Context: an optimization exercise on an open-source flow, tuned for small area. The choices shown serve that exercise and are no tape-out recipe. Only simulation tests tie the RTL to the original design; equivalence was not proved. The clock port is modelled as an ideal driver, which makes a skipped or thinned clock tree look cheaper than it is; a real chip needs a root buffer or a tree. Power is estimated from default activity; no workload was simulated.

Design Simon, start of the top module:
module Simon(
    output [3:0]    an,
    output [6:0]    seg,
    output [15:0]   led,
    input  [3:0]    sw,
    input           clk,
    input           btnR,      
    input           btnL,      
    input           btnC       
    );
Size: roughly 330 cells after synthesis, roughly 2500 um^2 of cells after synthesis.
export LEC_CHECK = 0
export CAP_MARGIN = 20
export CORE_MARGIN = 2
export CORE_UTILIZATION = 40
export SLEW_MARGIN = 20
create_clock -name core_clock -period 10.0 [get_ports {clk}]
standard.sh (not shown) runs the stock make flow with config.mk's settings and CLKGATE_MAP_FILE= SYNTH_SCRIPT=/design/flow/synth_recipe.tcl, a recipe that flattens the netlist after the stock synthesis.
==> flow/flow/run.sh <==
#!/bin/bash
# The standard layout with two changes:
#  - port buffers use the smallest buffer cell (every port still gets one);
#  - after floorplan, the combinational logic is re-mapped for area with
#    OpenROAD's restructure (ABC); registers are left as synthesis made them.
set -euo pipefail
export BUFFER_PORTS_ARGS="-buffer_cell sky130_fd_sc_hd__buf_1"
export PRE_FLOORPLAN_TCL="$(pwd)/flow/restructure.tcl"
export CTS_ARGS="-sink_clustering_enable -repair_clock_nets -dont_use_dummy_load"
bash standard.sh > standard_flow.log 2>&1
==> flow/flow/restructure.tcl <==
# Re-map the combinational logic for area (registers are not touched).
set rmp_lib [lindex $::env(LIB_FILES) 0]
set rmp_lo "[lindex $::env(TIELO_CELL_AND_PORT) 0]/[lindex $::env(TIELO_CELL_AND_PORT) 1]"
set rmp_hi "[lindex $::env(TIEHI_CELL_AND_PORT) 0]/[lindex $::env(TIEHI_CELL_AND_PORT) 1]"
set rmp_dir $::env(OBJECTS_DIR)/restructure
file mkdir $rmp_dir
puts "restructure: before"
report_design_area
restructure -target area -liberty_file $rmp_lib -tielo_port $rmp_lo -tiehi_port $rmp_hi \
  -work_dir $rmp_dir -abc_logfile $::env(LOG_DIR)/2_1_restructure_abc.log
puts "restructure: after"
report_design_area
The starting point stopped in floorplan.
Change:
==> flow/flow/run.sh (replaced) <==
#!/bin/bash
# The standard layout with these changes:
#  - port buffers use the smallest buffer cell (every port still gets one);
#  - after floorplan, the combinational logic is re-mapped for area with
#    OpenROAD's restructure (ABC); registers are left as synthesis made them;
set -euo pipefail
export BUFFER_PORTS_ARGS="-buffer_cell sky130_fd_sc_hd__buf_1"
export POST_FLOORPLAN_TCL="$(pwd)/flow/restructure.tcl"
export CTS_ARGS="-sink_clustering_enable -repair_clock_nets -dont_use_dummy_load"
export POST_CTS_TCL="$(pwd)/flow/post_cts.tcl"
bash standard.sh > standard_flow.log 2>&1
==> flow/flow/post_cts.tcl (new file) <==
set pc_block [ord::get_db_block]
set pc_root [$pc_block findInst clkbuf_0_clk]
if { $pc_root ne "NULL" && $pc_root ne "" } {
  set pc_in [[$pc_root findITerm A] getNet]
  set pc_out [[$pc_root findITerm X] getNet]
  set pc_loads {}
  foreach it [$pc_out getITerms] {
    if { [$it getInst] ne $pc_root } { lappend pc_loads $it }
  }
  set pc_ok [expr { [llength $pc_loads] <= 4 && [llength [$pc_out getBTerms]] == 0 }]
  foreach it $pc_loads {
    if { ![string match "sky130_fd_sc_hd__clkbuf_*" [[[$it getInst] getMaster] getName]] } { set pc_ok 0 }
  }
  if { $pc_ok } {
    puts "post_cts: removing [$pc_root getName], [llength $pc_loads] leaf buffers now driven by [$pc_in getName]"
    foreach it $pc_loads { $it disconnect; $it connect $pc_in }
    odb::dbInst_destroy $pc_root
    odb::dbNet_destroy $pc_out
    estimate_parasitics -placement
  } else {
    puts "post_cts: root buffer kept"
  }
}
--- a/flow/flow/restructure.tcl
+++ b/flow/flow/restructure.tcl
@@ -11,2 +11,15 @@
 puts "restructure: after"
 report_design_area
+# restructure can leave a tie cell whose output drives nothing: remove it
+foreach inst [[ord::get_db_block] getInsts] {
+  if { [[$inst getMaster] getName] ne [lindex $::env(TIELO_CELL_AND_PORT) 0] } { continue }
+  set used 0
+  foreach it [$inst getITerms] {
+    set n [$it getNet]
+    if { $n ne "NULL" && $n ne "" && ([llength [$n getITerms]] > 1 || [llength [$n getBTerms]] > 0) } { set used 1 }
+  }
+  if { !$used } {
+    puts "restructure: removing unused tie cell [$inst getName]"
+    odb::dbInst_destroy $inst
+  }
+}
Effect: The changed run finished with timing, DRC and antenna clean; area after synthesis increases by 18%; synthesized cell count falls by 0.61%.


Setup of P:
Another version of the RTL of Simon (not shown whole).
For scale: ~350 cells after synthesis, roughly 3000 um^2 of cells after synthesis.
clock: 10.0 ns
lec_check: 0
cap_margin: 20
core_margin: 2
core_utilization: 40
slew_margin: 20
==> flow/flow/run.sh <==
#!/bin/bash
set -euo pipefail
export BUFFER_PORTS_ARGS="-buffer_cell sky130_fd_sc_hd__buf_1"
export RECOVER_POWER=100
bash standard.sh > standard_flow.log 2>&1
P reached the end of the flow, and the finished layout is clean on the timing, design-rule and antenna checks.
What Q does differently from P at the input level:
--- a/flow/flow/run.sh
+++ b/flow/flow/run.sh
@@ -1,0 +2,4 @@
+# The standard layout with two changes:
+#  - port buffers use the smallest buffer cell (every port still gets one);
+#  - after floorplan, the combinational logic is re-mapped for area with
+#    OpenROAD's restructure (ABC); registers are left as synthesis made them.
@@ -4 +8,2 @@
-export RECOVER_POWER=100
+export POST_FLOORPLAN_TCL="$(pwd)/flow/restructure.tcl"
+export CTS_ARGS="-repair_clock_nets -dont_use_dummy_load"
==> flow/flow/restructure.tcl (new file) <==
# Re-map the combinational logic for area (registers are not touched).
set rmp_lib [lindex $::env(LIB_FILES) 0]
set rmp_lo "[lindex $::env(TIELO_CELL_AND_PORT) 0]/[lindex $::env(TIELO_CELL_AND_PORT) 1]"
set rmp_hi "[lindex $::env(TIEHI_CELL_AND_PORT) 0]/[lindex $::env(TIEHI_CELL_AND_PORT) 1]"
set rmp_dir $::env(OBJECTS_DIR)/restructure
file mkdir $rmp_dir
puts "restructure: before"
report_design_area
restructure -target area -liberty_file $rmp_lib -tielo_port $rmp_lo -tiehi_port $rmp_hi \
  -work_dir $rmp_dir -abc_logfile $::env(LOG_DIR)/2_1_restructure_abc.log
puts "restructure: after"
report_design_area
## What came out
The final layouts of Q and P pass the timing, design-rule and antenna checks. Route | Q vs P | wire longer in Q. Relative to P, Q degrades global-route wire length before repair. Changes observed in Q relative to P: total power now smaller; combinational gate power moved up. Re placement-stage worst setup slack: Q is 55 ps up on P. Higher number of placed instances, taps included goes to Q over P. Re switching power as a share of total power: Q and P aren't equal, and the higher value belongs to Q.
The inputs of R differ from those of Q as listed below.
--- a/flow/flow/run.sh
+++ b/flow/flow/run.sh
@@ -9 +9 @@
-export CTS_ARGS="-repair_clock_nets -dont_use_dummy_load"
+export CTS_ARGS="-sink_clustering_enable -repair_clock_nets -dont_use_dummy_load"
--- a/flow/config.mk
+++ b/flow/config.mk
@@ -10 +10 @@
-export CORE_UTILIZATION = 40
+export CORE_UTILIZATION = 70
Going from Q to R, the post-route clock skew was found to have gone up by 8.5 ps. Reported for Q and R, non-clock buffer instance count of the final layout turned out identical to the last digit. Q and R ended up with nearly the same area fraction of clock buffers and clock inverters. Between Q and R, per-cell via count in the routed design increased. R vs Q: finished layout cell area down in R. Summary of the comparison: sum of net half-perimeters after detailed placement is lower in R, relative to Q.


== lane 1 ==
Simon with an RTL version that a note above also has.
For scale: roughly 320 cells after synthesis, ~35 I/O pins, roughly 0.0024 mm^2 of cells after synthesis.
Settings: LEC_CHECK=0, CAP_MARGIN=20, CORE_MARGIN=2, CORE_UTILIZATION=40, SLEW_MARGIN=20; clock period 10.0 ns.
==> flow/flow/run.sh <==
#!/bin/bash
# The standard layout with these changes:
#  - after the standard synthesis, the combinational logic between the
#    flip-flops is re-mapped for area with Yosys/ABC (deepsyn, dch, amap),
#    trying a few random seeds and keeping the smallest netlist that Yosys
#    proves equivalent to the standard one; the flip-flops are untouched
#    (remap.ys, remap_check.ys);
#  - port buffers use the smallest buffer cell (every port still gets one);
set -euo pipefail
W=$(pwd)
P=$FLOW_PLATFORM
PD=$FLOW_HOME/platforms/$P
LIB=$(ls $PD/lib/sky130_fd_sc_hd__tt_025C_1v80.lib)
YOSYS=$FLOW_HOME/../tools/install/yosys/bin/yosys
RES=$W/orfs/results/$P/Simon/base

export BUFFER_PORTS_ARGS="-buffer_cell sky130_fd_sc_hd__buf_1"
export CTS_ARGS="-sink_clustering_enable -repair_clock_nets -dont_use_dummy_load"
export POST_CTS_TCL="$W/flow/post_cts.tcl"

# 1. the standard synthesis
bash standard.sh synth > standard_synth.log 2>&1

# 2. re-map the combinational logic
D=$W/remap
mkdir -p $D
python3 $W/flow/split_lib.py $PD/config.mk $LIB $D > $D/split_lib.log 2>&1
cp $RES/1_2_yosys.v $D/1_2_yosys.standard.v
remap_seed() {
  local seed=$1
  printf 'strash\n&get -n\n&deepsyn -T 10 -S %s\n&put\ndch -f\namap -m -Q 0.1 -F 20 -A 20 -C 5000\ntopo\n' $seed > $D/abc_$seed.script
  for f in remap remap_check; do
    sed -e "s#@DIR@#$D#g" -e "s#@FLOW@#$W/flow#g" -e "s#@TOP@#$FLOW_TOP#g" -e "s#@SEED@#$seed#g" \
      $W/flow/$f.ys > $D/${f}_$seed.ys
  done
  if $YOSYS -s $D/remap_$seed.ys > $D/yosys_$seed.log 2>&1 &&
     $YOSYS -s $D/remap_check_$seed.ys > $D/yosys_check_$seed.log 2>&1; then
    echo "$seed $(grep 'Chip area' $D/yosys_$seed.log | tail -1 | awk '{print $NF}')" > $D/area_$seed.txt
  fi
}
for batch in "0 1 2 3" "4 5 6 7"; do
  for seed in $batch; do remap_seed $seed & done
  wait
done
# keep the smallest netlist that was proved equivalent (else the standard one)
cat $D/area_*.txt > $D/areas.log 2>/dev/null || true
best=$(sort -k2 -g $D/areas.log | head -1 | awk '{print $1}')
if [[ -n "$best" ]]; then
  echo "using seed $best" >> $D/areas.log
  cp $D/remap_$best.v $RES/1_2_yosys.v
fi

# 3. the rest of the standard layout, from the re-mapped netlist
bash standard.sh > standard_flow.log 2>&1
Other scripts of this flow, unchanged in this note and not shown: flow/flow/dff_model.v, flow/flow/post_cts.tcl, flow/flow/remap.ys, flow/flow/remap_check.ys, flow/flow/split_lib.py
--- input diff lane 1..lane 2 ---
diff --git a/flow/flow/run.sh b/flow/flow/run.sh
--- a/flow/flow/run.sh
+++ b/flow/flow/run.sh
@@ -29,5 +29,5 @@
 remap_seed() {
   local seed=$1
-  printf 'strash\n&get -n\n&deepsyn -T 10 -S %s\n&put\ndch -f\namap -m -Q 0.1 -F 20 -A 20 -C 5000\ntopo\n' $seed > $D/abc_$seed.script
+  printf 'strash\n&get -n\n&deepsyn -J 50 -T 60 -S %s\n&put\ndch -f\namap -m -Q 0.1 -F 20 -A 20 -C 5000\ntopo\n' $seed > $D/abc_$seed.script
   for f in remap remap_check; do
     sed -e "s#@DIR@#$D#g" -e "s#@FLOW@#$W/flow#g" -e "s#@TOP@#$FLOW_TOP#g" -e "s#@SEED@#$seed#g" \
Notes after the runs:
Re number of filler instances in the final layout: no difference whatsoever between lane 1 and lane 2. Diff lane 2..lane 1 | fmax | unchanged. Reported for lane 1 and lane 2, number of max-slew violations in the final report turned out identical to the last digit. Lane 1 and lane 2 ended up with nearly the same number of non-clock buffers in the layout. Diff lane 2..lane 1 | number of port buffers | unchanged. Changes observed in lane 2 relative to lane 1: utilization after layout comparable; relative contribution of the clock network to total power comparable.

static timing again, ports no longer ideal:
No port has a modelled driver above. Below, the same layouts with a new extraction and two added sets of constraints. Step 1 assumes that a clkbuf_16 drives the clock port and a buf_2 every other input. Step 2 times the ports against the registers' clock, not the clock port: input delays grow and output delays shrink by t, the midpoint of the rising clock arrivals with the driver on. Three values: no drivers, after step 1, after step 2; two values: the first two.
run	t, ns	slack for setup (ns)	latest minus earliest clock arrival (ns)	slew at the worst register clock pin (ns)
the second run of note 1	0.199	5.436 / 5.384 / 5.416	0.021 / 0.021	0.10 / 0.10
P	0.335	5.387 / 5.366 / 5.366	0.010 / 0.009	0.10 / 0.10
Q	0.332	5.344 / 5.312 / 5.410	0.019 / 0.019	0.09 / 0.09
R	0.324	5.368 / 5.342 / 5.407	0.028 / 0.028	0.10 / 0.10
lane 1	0.188	5.406 / 5.381 / 5.381	0.028 / 0.029	0.11 / 0.11
lane 2	0.188	5.406 / 5.381 / 5.381	0.028 / 0.029	0.11 / 0.11
After both steps every run listed still meets setup and hold.
